This design comes from an exercise in tuning for small area, a short achievable clock period and few clock cycles on the open sky130 flow, not from production work.
Where RTL was checked, it was by simulation tests only, not by an equivalence proof against the original.
The clock input has no modelled driver; a real chip could not lean on it and would need a root buffer or a full tree.
Power figures rest on the tool's default switching activity, not on a simulated workload.

==> module LBP, before the edit <==
module LBP ( clk, reset, gray_addr, gray_req, gray_ready, gray_data, lbp_addr, lbp_valid, lbp_data, finish);
input   	clk;
input   	reset;
output      [13:0] 	gray_addr;
output  reg      	gray_req;
input   	    gray_ready;
input   [7:0] 	gray_data;
output  reg [13:0] 	lbp_addr;
output  reg 	lbp_valid;
output  reg [7:0] 	lbp_data;
output  reg 	finish;
localparam K = 10;
reg        run;       
reg [3:0]  idx;       
reg [3:0]  rh;        
reg [6:0]  col;       
reg        cend;      
reg        at7;       
reg        last;      
reg        v1, f1;    
reg        first;     
reg        wrapped;   
assign gray_addr = {rh, idx[2:0], col};
wire [3:0] idx_n = !run ? 4'd0 : last ? 4'd0 : idx + 4'd1;
wire [6:0] col_n = last ? col + 7'd1 : col;
wire [3:0] rh_p1 = rh + 4'd1;
wire [3:0] rh_m1 = rh - 4'd1;
wire [3:0] rh_n = at7 ? rh_p1 : (last & ~cend) ? rh_m1 : rh;
always @(posedge clk or posedge reset) begin
    if (reset) run <= 1'b0;
    else run <= run | gray_ready;
end
always @(posedge clk) begin
    if (!run) begin
        idx <= 4'd0;
        rh <= 4'd0;
        col <= 7'd0;
        cend <= 1'b0;
        at7 <= 1'b0;
        last <= 1'b0;
        first <= 1'b0;
        wrapped <= 1'b0;
    end else begin
        first <= last;
        wrapped <= last & cend;
        idx <= idx_n;
        rh <= rh_n;
        col <= col_n;
        if (last) cend <= (col == 7'd126);
        at7 <= (idx == 4'd6);
        last <= (idx == 4'd8);
    end
end
wire [2:0] idx_m2 = idx[2:0] - 3'd2;
wire [6:0] lrow = first ? {(wrapped ? rh : rh_p1), 3'd0} : {(idx[3] ? rh_m1 : rh), idx_m2};
wire [6:0] lcol = col + {6'b111111, ~first};    
function [1:0] cmp2;
    input [7:0] a, b;
    reg [7:0] g, p;
    reg g76, p76, g54, p54, g32, p32, g10, p10, g74, p74, g30, p30, gg, pp;
    begin
        g = a & ~b;
        p = a | ~b;
        g76 = g[7] | (p[7] & g[6]);  p76 = p[7] & p[6];
        g54 = g[5] | (p[5] & g[4]);  p54 = p[5] & p[4];
        g32 = g[3] | (p[3] & g[2]);  p32 = p[3] & p[2];
        g10 = g[1] | (p[1] & g[0]);  p10 = p[1] & p[0];
        g74 = g76 | (p76 & g54);     p74 = p76 & p54;
        g30 = g32 | (p32 & g10);     p30 = p32 & p10;
        gg  = g74 | (p74 & g30);     pp  = p74 & p30;
        cmp2 = {gg | pp, ~gg};
    end
endfunction
reg [7:0]  sr [0:K+1];  
reg [2:0]  pb [0:K];    
reg        q5;          
reg        q1;          
reg        q2a, q2b;    
wire [7:0] p  = sr[0];      
wire [7:0] dl = sr[K-1];    
wire [7:0] l  = sr[K];      
wire [7:0] ul = sr[K+1];    
wire p_ge_ul, ul_ge_p, p_ge_l, l_ge_p, p_ge_dl, dl_ge_p, l_ge_ul, ul_ge_l;
assign {p_ge_ul, ul_ge_p} = cmp2(p, ul);
assign {p_ge_l,  l_ge_p}  = cmp2(p, l);
assign {p_ge_dl, dl_ge_p} = cmp2(p, dl);
assign {l_ge_ul, ul_ge_l} = cmp2(l, ul);
integer j;
always @(posedge clk) begin
    sr[0] <= gray_data;
    for (j = 1; j <= K+1; j = j + 1) sr[j] <= sr[j-1];
    pb[0] <= {dl_ge_p, l_ge_p, ul_ge_p};
    for (j = 1; j <= K; j = j + 1) pb[j] <= pb[j-1];
    q5 <= p_ge_l;
    q1 <= ul_ge_l;
    q2a <= p_ge_dl;
    q2b <= q2a;
    gray_req <= run | gray_ready;
    v1 <= run && (idx[3:1] != 3'd0) && (col[6:1] != 6'd0) && !(rh == 4'd0 && idx[3]);
    f1 <= run && cend && (rh == 4'd15) && (idx == 4'd7);
    lbp_valid <= v1 & run;    
    finish <= f1 & run;
    lbp_addr <= {lrow, lcol};
    lbp_data <= {p_ge_ul, l_ge_ul, pb[K][2], q5, pb[K][1], q2b, q1, pb[K][0]};
end
endmodule
export LEC_CHECK = 0
export CAP_MARGIN = 20
export CORE_MARGIN = 2
export CORE_UTILIZATION = 55
export PLACE_DENSITY = 0.75
export SETUP_SLACK_MARGIN = 1.85
export SLEW_MARGIN = 20
create_clock -name core_clock -period 3.3 [get_ports {clk}]
standard.sh (not shown) runs the stock make flow with config.mk's settings and CLKGATE_MAP_FILE= SYNTH_SCRIPT=/design/flow/synth_recipe.tcl, a recipe that flattens the netlist after the stock synthesis.
==> flow/flow/run.sh <==
#!/bin/bash
# Own layout flow: the standard flow (standard.sh, unchanged synthesis),
# with two hooks: flow/ports.tcl after global placement sets the port
# buffers' cells (POST_GLOBAL_PLACE_TCL), and flow/clock_tree.tcl builds a
# two-level clock tree before CTS, which TritonCTS then skips (PRE_CTS_TCL).
# standard.sh's output goes to standard.log; each ORFS step keeps its own log
# under orfs/logs.
set -euo pipefail
cd "$(dirname "$0")/.."
export POST_GLOBAL_PLACE_TCL="$(pwd)/flow/ports.tcl"
export PRE_CTS_TCL="$(pwd)/flow/clock_tree.tcl"
export MY_CLK_NLEAF=12 MY_CLK_LEAF=sky130_fd_sc_hd__clkinv_4 MY_CLK_TOP=sky130_fd_sc_hd__clkinv_8
bash standard.sh > standard.log 2>&1
Other scripts of this flow, unchanged in this note and not shown: flow/flow/clock_tree.tcl, flow/flow/ports.tcl
Testbench counts at the start, summed over its fixed seeds: cycles 163,840.
Change:
--- a/flow/design.v
+++ b/flow/design.v
@@ -3,5 +3,5 @@
 input   	clk;
 input   	reset;
-output      [13:0] 	gray_addr;
+output  reg [13:0] 	gray_addr;
 output  reg      	gray_req;
 input   	    gray_ready;
@@ -22,5 +22,4 @@
 reg        first;     
 reg        wrapped;   
-assign gray_addr = {rh, idx[2:0], col};
 wire [3:0] idx_n = !run ? 4'd0 : last ? 4'd0 : idx + 4'd1;
 wire [6:0] col_n = last ? col + 7'd1 : col;
@@ -98,4 +97,5 @@
     q2b <= q2a;
     gray_req <= run | gray_ready;
+    gray_addr <= {rh_n, idx_n[2:0], col_n};
     v1 <= run && (idx[3:1] != 3'd0) && (col[6:1] != 6'd0) && !(rh == 4'd0 && idx[3]);
     f1 <= run && cend && (rh == 4'd15) && (idx == 4'd7);
After rerunning:
- routed wire length grows by 6.5%
- sequential cell count grows by 14
- core utilization went down by 1.8 points
- first-iteration DRC count goes up by 32%
- cell count climbs by about 9%
- register-to-register slack hardly moves
- critical path depth went up by 4
- via count increases by 3.2%
- worst hold slack loses 4.6 ps
Testbench counts after the change, summed over its fixed seeds: cycles 163,840.
In every run of this note, the design's own scripts or RTL, not TritonCTS, make the clock network.


before:
The RTL this note starts from:
==> flow/design.v <==
`timescale 1ns/10ps
module LBP ( clk, reset, gray_addr, gray_req, gray_ready, gray_data, lbp_addr, lbp_valid, lbp_data, finish);
input   	clk;
input   	reset;
output      [13:0] 	gray_addr;
output  reg      	gray_req;
input   	    gray_ready;
input   [7:0] 	gray_data;
output  reg [13:0] 	lbp_addr;
output  reg 	lbp_valid;
output  reg [7:0] 	lbp_data;
output  reg 	finish;
localparam K = 10;
reg        run;       
reg [3:0]  idx;       
reg [3:0]  rh;        
reg [6:0]  col;       
reg        cend;      
reg        at7;       
reg        last;      
reg        v1, f1;    
reg        first;     
reg        wrapped;   
assign gray_addr = {rh, idx[2:0], col};
wire [3:0] idx_n = !run ? 4'd0 : last ? 4'd0 : idx + 4'd1;
wire [6:0] col_n = last ? col + 7'd1 : col;
wire [3:0] rh_p1 = rh + 4'd1;
wire [3:0] rh_m1 = rh - 4'd1;
wire [3:0] rh_n = at7 ? rh_p1 : (last & ~cend) ? rh_m1 : rh;
always @(posedge clk or posedge reset) begin
    if (reset) run <= 1'b0;
    else run <= run | gray_ready;
end
always @(posedge clk) begin
    if (!run) begin
        idx <= 4'd0;
        rh <= 4'd0;
        col <= 7'd0;
        cend <= 1'b0;
        at7 <= 1'b0;
        last <= 1'b0;
        first <= 1'b0;
        wrapped <= 1'b0;
    end else begin
        first <= last;
        wrapped <= last & cend;
        idx <= idx_n;
        rh <= rh_n;
        col <= col_n;
        if (last) cend <= (col == 7'd126);
        at7 <= (idx == 4'd6);
        last <= (idx == 4'd8);
    end
end
wire [2:0] idx_m2 = idx[2:0] - 3'd2;
wire [6:0] lrow = first ? {(wrapped ? rh : rh_p1), 3'd0} : {(idx[3] ? rh_m1 : rh), idx_m2};
wire [6:0] lcol = col + {6'b111111, ~first};    
function [1:0] cmp2;
    input [7:0] a, b;
    reg [7:0] g, p;
    reg g76, p76, g54, p54, g32, p32, g10, p10, g74, p74, g30, p30, gg, pp;
    begin
        g = a & ~b;
        p = a | ~b;
        g76 = g[7] | (p[7] & g[6]);  p76 = p[7] & p[6];
        g54 = g[5] | (p[5] & g[4]);  p54 = p[5] & p[4];
        g32 = g[3] | (p[3] & g[2]);  p32 = p[3] & p[2];
        g10 = g[1] | (p[1] & g[0]);  p10 = p[1] & p[0];
        g74 = g76 | (p76 & g54);     p74 = p76 & p54;
        g30 = g32 | (p32 & g10);     p30 = p32 & p10;
        gg  = g74 | (p74 & g30);     pp  = p74 & p30;
        cmp2 = {gg | pp, ~gg};
    end
endfunction
reg [7:0]  sr [0:K+1];  
reg [2:0]  pb [0:K];    
reg        q5;          
reg        q1;          
reg        q2a, q2b;    
wire [7:0] p  = sr[0];      
wire [7:0] dl = sr[K-1];    
wire [7:0] l  = sr[K];      
wire [7:0] ul = sr[K+1];    
wire p_ge_ul, ul_ge_p, p_ge_l, l_ge_p, p_ge_dl, dl_ge_p, l_ge_ul, ul_ge_l;
assign {p_ge_ul, ul_ge_p} = cmp2(p, ul);
assign {p_ge_l,  l_ge_p}  = cmp2(p, l);
assign {p_ge_dl, dl_ge_p} = cmp2(p, dl);
assign {l_ge_ul, ul_ge_l} = cmp2(l, ul);
integer j;
always @(posedge clk) begin
    sr[0] <= gray_data;
    for (j = 1; j <= K+1; j = j + 1) sr[j] <= sr[j-1];
    pb[0] <= {dl_ge_p, l_ge_p, ul_ge_p};
    for (j = 1; j <= K; j = j + 1) pb[j] <= pb[j-1];
    q5 <= p_ge_l;
    q1 <= ul_ge_l;
    q2a <= p_ge_dl;
    q2b <= q2a;
    gray_req <= run | gray_ready;
    v1 <= run && (idx[3:1] != 3'd0) && (col[6:1] != 6'd0) && !(rh == 4'd0 && idx[3]);
    f1 <= run && cend && (rh == 4'd15) && (idx == 4'd7);
    lbp_valid <= v1 & run;    
    finish <= f1 & run;
    lbp_addr <= {lrow, lcol};
    lbp_data <= {p_ge_ul, l_ge_ul, pb[K][2], q5, pb[K][1], q2b, q1, pb[K][0]};
end
endmodule
Settings: LEC_CHECK=0, CAP_MARGIN=20, CORE_MARGIN=2, CORE_UTILIZATION=55, PLACE_DENSITY=0.75, SETUP_SLACK_MARGIN=1.9, SLEW_MARGIN=20; clock period 3.3 ns.
Scripts as last shown in full above: flow/flow/run.sh
Other scripts of this flow, unchanged in this note and not shown: flow/flow/clock_tree.tcl, flow/flow/ports.tcl
Testbench counts of before, summed over its fixed seeds: cycles 163,840.
diff inputs: before => after
-- flow/design.v --
<<< before, line 3
input   	clk;
input   	reset;
output      [13:0] 	gray_addr;
output  reg      	gray_req;
input   	    gray_ready;
>>> after, line 3
input   	clk;
input   	reset;
output  reg [13:0] 	gray_addr;
output  reg      	gray_req;
input   	    gray_ready;
<<< before, line 22
reg        first;     
reg        wrapped;   
assign gray_addr = {rh, idx[2:0], col};
wire [3:0] idx_n = !run ? 4'd0 : last ? 4'd0 : idx + 4'd1;
wire [6:0] col_n = last ? col + 7'd1 : col;
>>> after, line 22
reg        first;     
reg        wrapped;   
wire [3:0] idx_n = !run ? 4'd0 : last ? 4'd0 : idx + 4'd1;
wire [6:0] col_n = last ? col + 7'd1 : col;
<<< before, line 98
    q2b <= q2a;
    gray_req <= run | gray_ready;
    v1 <= run && (idx[3:1] != 3'd0) && (col[6:1] != 6'd0) && !(rh == 4'd0 && idx[3]);
    f1 <= run && cend && (rh == 4'd15) && (idx == 4'd7);
>>> after, line 97
    q2b <= q2a;
    gray_req <= run | gray_ready;
    gray_addr <= {rh_n, idx_n[2:0], col_n};
    v1 <= run && (idx[3:1] != 3'd0) && (col[6:1] != 6'd0) && !(rh == 4'd0 && idx[3]);
    f1 <= run && cend && (rh == 4'd15) && (idx == 4'd7);
### Flow results
A critical setup path kind of register to register is what after shows, while register to primary output belongs to before.
Against before, fmax in after came out better.
Share of the synthesized area in compound gates (AO/OA/AOI/OAI): before vs after — no meaningful difference
Diff after..before | share of the clock period used by the worst path | negligible
Changes observed in after relative to before: largest clock skew in the final design fell by 0.0044 ns, count of instances resized after the clock tree is built moved down.
Going from before to after, sequential power grows by about 8%.
Combinational power came out higher on after than on before.
Sort after and before by site row count, descending, and after comes first.
Cmp after vs before: routed wire length higher in after
Testbench counts of after, summed over its fixed seeds: cycles 163,840.
No run of this note takes its clock network from TritonCTS; it comes from the design's own scripts or RTL.


RTL: the design.v shown in full above, as it stands there.
export LEC_CHECK = 0
export CAP_MARGIN = 20
export CORE_MARGIN = 2
export CORE_UTILIZATION = 55
export PLACE_DENSITY = 0.75
export SETUP_SLACK_MARGIN = 1.95
export SLEW_MARGIN = 20
create_clock -name core_clock -period 3.3 [get_ports {clk}]
Scripts as last shown in full above: flow/flow/run.sh
Other scripts of this flow, unchanged in this note and not shown: flow/flow/clock_tree.tcl, flow/flow/ports.tcl
The first run completed without violations.
Testbench counts at the start, summed over its fixed seeds: cycles 163,840.
Then changed:
--- a/flow/design.v
+++ b/flow/design.v
@@ -1,9 +1,9 @@
 `timescale 1ns/10ps
 module LBP ( clk, reset, gray_addr, gray_req, gray_ready, gray_data, lbp_addr, lbp_valid, lbp_data, finish);
 input   	clk;
 input   	reset;
-output      [13:0] 	gray_addr;
+output  reg [13:0] 	gray_addr;
 output  reg      	gray_req;
 input   	    gray_ready;
 input   [7:0] 	gray_data;
 output  reg [13:0] 	lbp_addr;
@@ -20,9 +20,8 @@
 reg        last;      
 reg        v1, f1;    
 reg        first;     
 reg        wrapped;   
-assign gray_addr = {rh, idx[2:0], col};
 wire [3:0] idx_n = !run ? 4'd0 : last ? 4'd0 : idx + 4'd1;
 wire [6:0] col_n = last ? col + 7'd1 : col;
 wire [3:0] rh_p1 = rh + 4'd1;
 wire [3:0] rh_m1 = rh - 4'd1;
@@ -96,8 +95,9 @@
     q1 <= ul_ge_l;
     q2a <= p_ge_dl;
     q2b <= q2a;
     gray_req <= run | gray_ready;
+    gray_addr <= {rh_n, idx_n[2:0], col_n};
     v1 <= run && (idx[3:1] != 3'd0) && (col[6:1] != 6'd0) && !(rh == 4'd0 && idx[3]);
     f1 <= run && cend && (rh == 4'd15) && (idx == 4'd7);
     lbp_valid <= v1 & run;    
     finish <= f1 & run;
Effect:
- wire length decreases by about 3.2%
- area after synthesis increases by about 6%
- clock skew increases by 5.3 ps
- design area increases by 4.1%
- synthesized cell count increases by about 6%
- via count increases by 0.57%
- sequential share of layout area increases by 1.6 points
- cell count increases by about 7%
- global-route usage decreases by 0.93 points
- fmax increases by about 1.9%
Testbench counts after the change, summed over its fixed seeds: cycles 163,840.
In every run of this note, the design's own scripts or RTL, not TritonCTS, make the clock network.


Starts from the design.v that is shown in full above.
export LEC_CHECK = 0
export CAP_MARGIN = 20
export CORE_MARGIN = 2
export CORE_UTILIZATION = 55
export PLACE_DENSITY = 0.75
export SETUP_SLACK_MARGIN = 1.9
export SLEW_MARGIN = 20
create_clock -name core_clock -period 3.3 [get_ports {clk}]
==> flow/flow/run.sh <==
#!/bin/bash
# Own layout flow: the standard flow (standard.sh, unchanged synthesis),
# with two hooks: flow/ports.tcl after global placement sets the port
# buffers' cells (POST_GLOBAL_PLACE_TCL), and flow/clock_tree.tcl builds a
# two-level clock tree before CTS, which TritonCTS then skips (PRE_CTS_TCL).
# standard.sh's output goes to standard.log; each ORFS step keeps its own log
# under orfs/logs.
set -euo pipefail
cd "$(dirname "$0")/.."
export POST_GLOBAL_PLACE_TCL="$(pwd)/flow/ports.tcl"
export PRE_CTS_TCL="$(pwd)/flow/clock_tree.tcl"
export MY_CLK_NLEAF=16 MY_CLK_LEAF=sky130_fd_sc_hd__clkinv_4 MY_CLK_TOP=sky130_fd_sc_hd__clkinv_8
bash standard.sh > standard.log 2>&1
Other scripts of this flow, unchanged in this note and not shown: flow/flow/clock_tree.tcl, flow/flow/ports.tcl
Testbench counts at the start, summed over its fixed seeds: cycles 163,840.
Edit:
--- a/flow/design.v
+++ b/flow/design.v
@@ -16,14 +16,12 @@
 reg [3:0]  rh;        
 reg [6:0]  col;       
 reg        cend;      
 reg        at7;       
 reg        last;      
 reg        v1, f1;    
-reg        first;     
-reg        wrapped;   
 assign gray_addr = {rh, idx[2:0], col};
 wire [3:0] idx_n = !run ? 4'd0 : last ? 4'd0 : idx + 4'd1;
 wire [6:0] col_n = last ? col + 7'd1 : col;
 wire [3:0] rh_p1 = rh + 4'd1;
 wire [3:0] rh_m1 = rh - 4'd1;
 wire [3:0] rh_n = at7 ? rh_p1 : (last & ~cend) ? rh_m1 : rh;
@@ -36,25 +34,23 @@
         idx <= 4'd0;
         rh <= 4'd0;
         col <= 7'd0;
         cend <= 1'b0;
         at7 <= 1'b0;
         last <= 1'b0;
-        first <= 1'b0;
-        wrapped <= 1'b0;
     end else begin
-        first <= last;
-        wrapped <= last & cend;
         idx <= idx_n;
         rh <= rh_n;
         col <= col_n;
         if (last) cend <= (col == 7'd126);
         at7 <= (idx == 4'd6);
         last <= (idx == 4'd8);
     end
 end
+wire       first = (idx == 4'd0);
+wire       wrapped = first & (col == 7'd0);
 wire [2:0] idx_m2 = idx[2:0] - 3'd2;
 wire [6:0] lrow = first ? {(wrapped ? rh : rh_p1), 3'd0} : {(idx[3] ? rh_m1 : rh), idx_m2};
 wire [6:0] lcol = col + {6'b111111, ~first};    
 function [1:0] cmp2;
     input [7:0] a, b;
     reg [7:0] g, p;
Effect:
- register-to-register slack got worse by 0.30 ns
- routed wire length rises by 7.5%
- synthesized cell count does not change
- cell area rises by about 5%
- clock power went down by about 1%
- clock skew grows by 0.011 ns
- die area stays flat
- utilization came out higher by 1.3 points
- final cell count climbs by about 4%
The RTL of the second run of this note was laid out without a check of its function. In every run of this note, the design's own scripts or RTL, not TritonCTS, make the clock network.

[re-timing with driven ports]
Ports are ideal in the flow. The routed layouts listed here were re-timed in OpenROAD.
Step 1 assumes that a clkbuf_16 drives the clock port and a buf_2 every other input.
Step 2 also shifts input and output timing later by t, the mid clock arrival at the registers, as if the neighbouring blocks saw the same clock.
Three values: ideal, step 1, step 2; two values: the first two.
run | shift t [ns] | setup WS [ns] | worst setup path at the end
the first run of note 1 | 0.269 | 1.896 / 1.763 / 1.914 | register to register
the second run of note 1 | 0.283 | 1.900 / 1.844 / 1.900 | register to register
before | 0.270 | 1.933 / 1.800 / 1.934 | register to register
after | 0.276 | 1.938 / 1.850 / 1.938 | register to register
the first run of note 3 | 0.268 | 1.947 / 1.849 / 1.947 | register to register
the second run of note 3 | 0.280 | 1.971 / 1.883 / 1.971 | register to register
the first run of note 4 | 0.271 | 1.938 / 1.804 / 1.950 | register to register
the second run of note 4 | 0.273 | 1.655 / 1.654 / 1.654 | register to register
After both steps setup and hold are still met in every run listed. For the second run of note 4, which loses most, drivers alone change the setup slack by -0.001 ns; drivers and shift together by -0.001 ns.
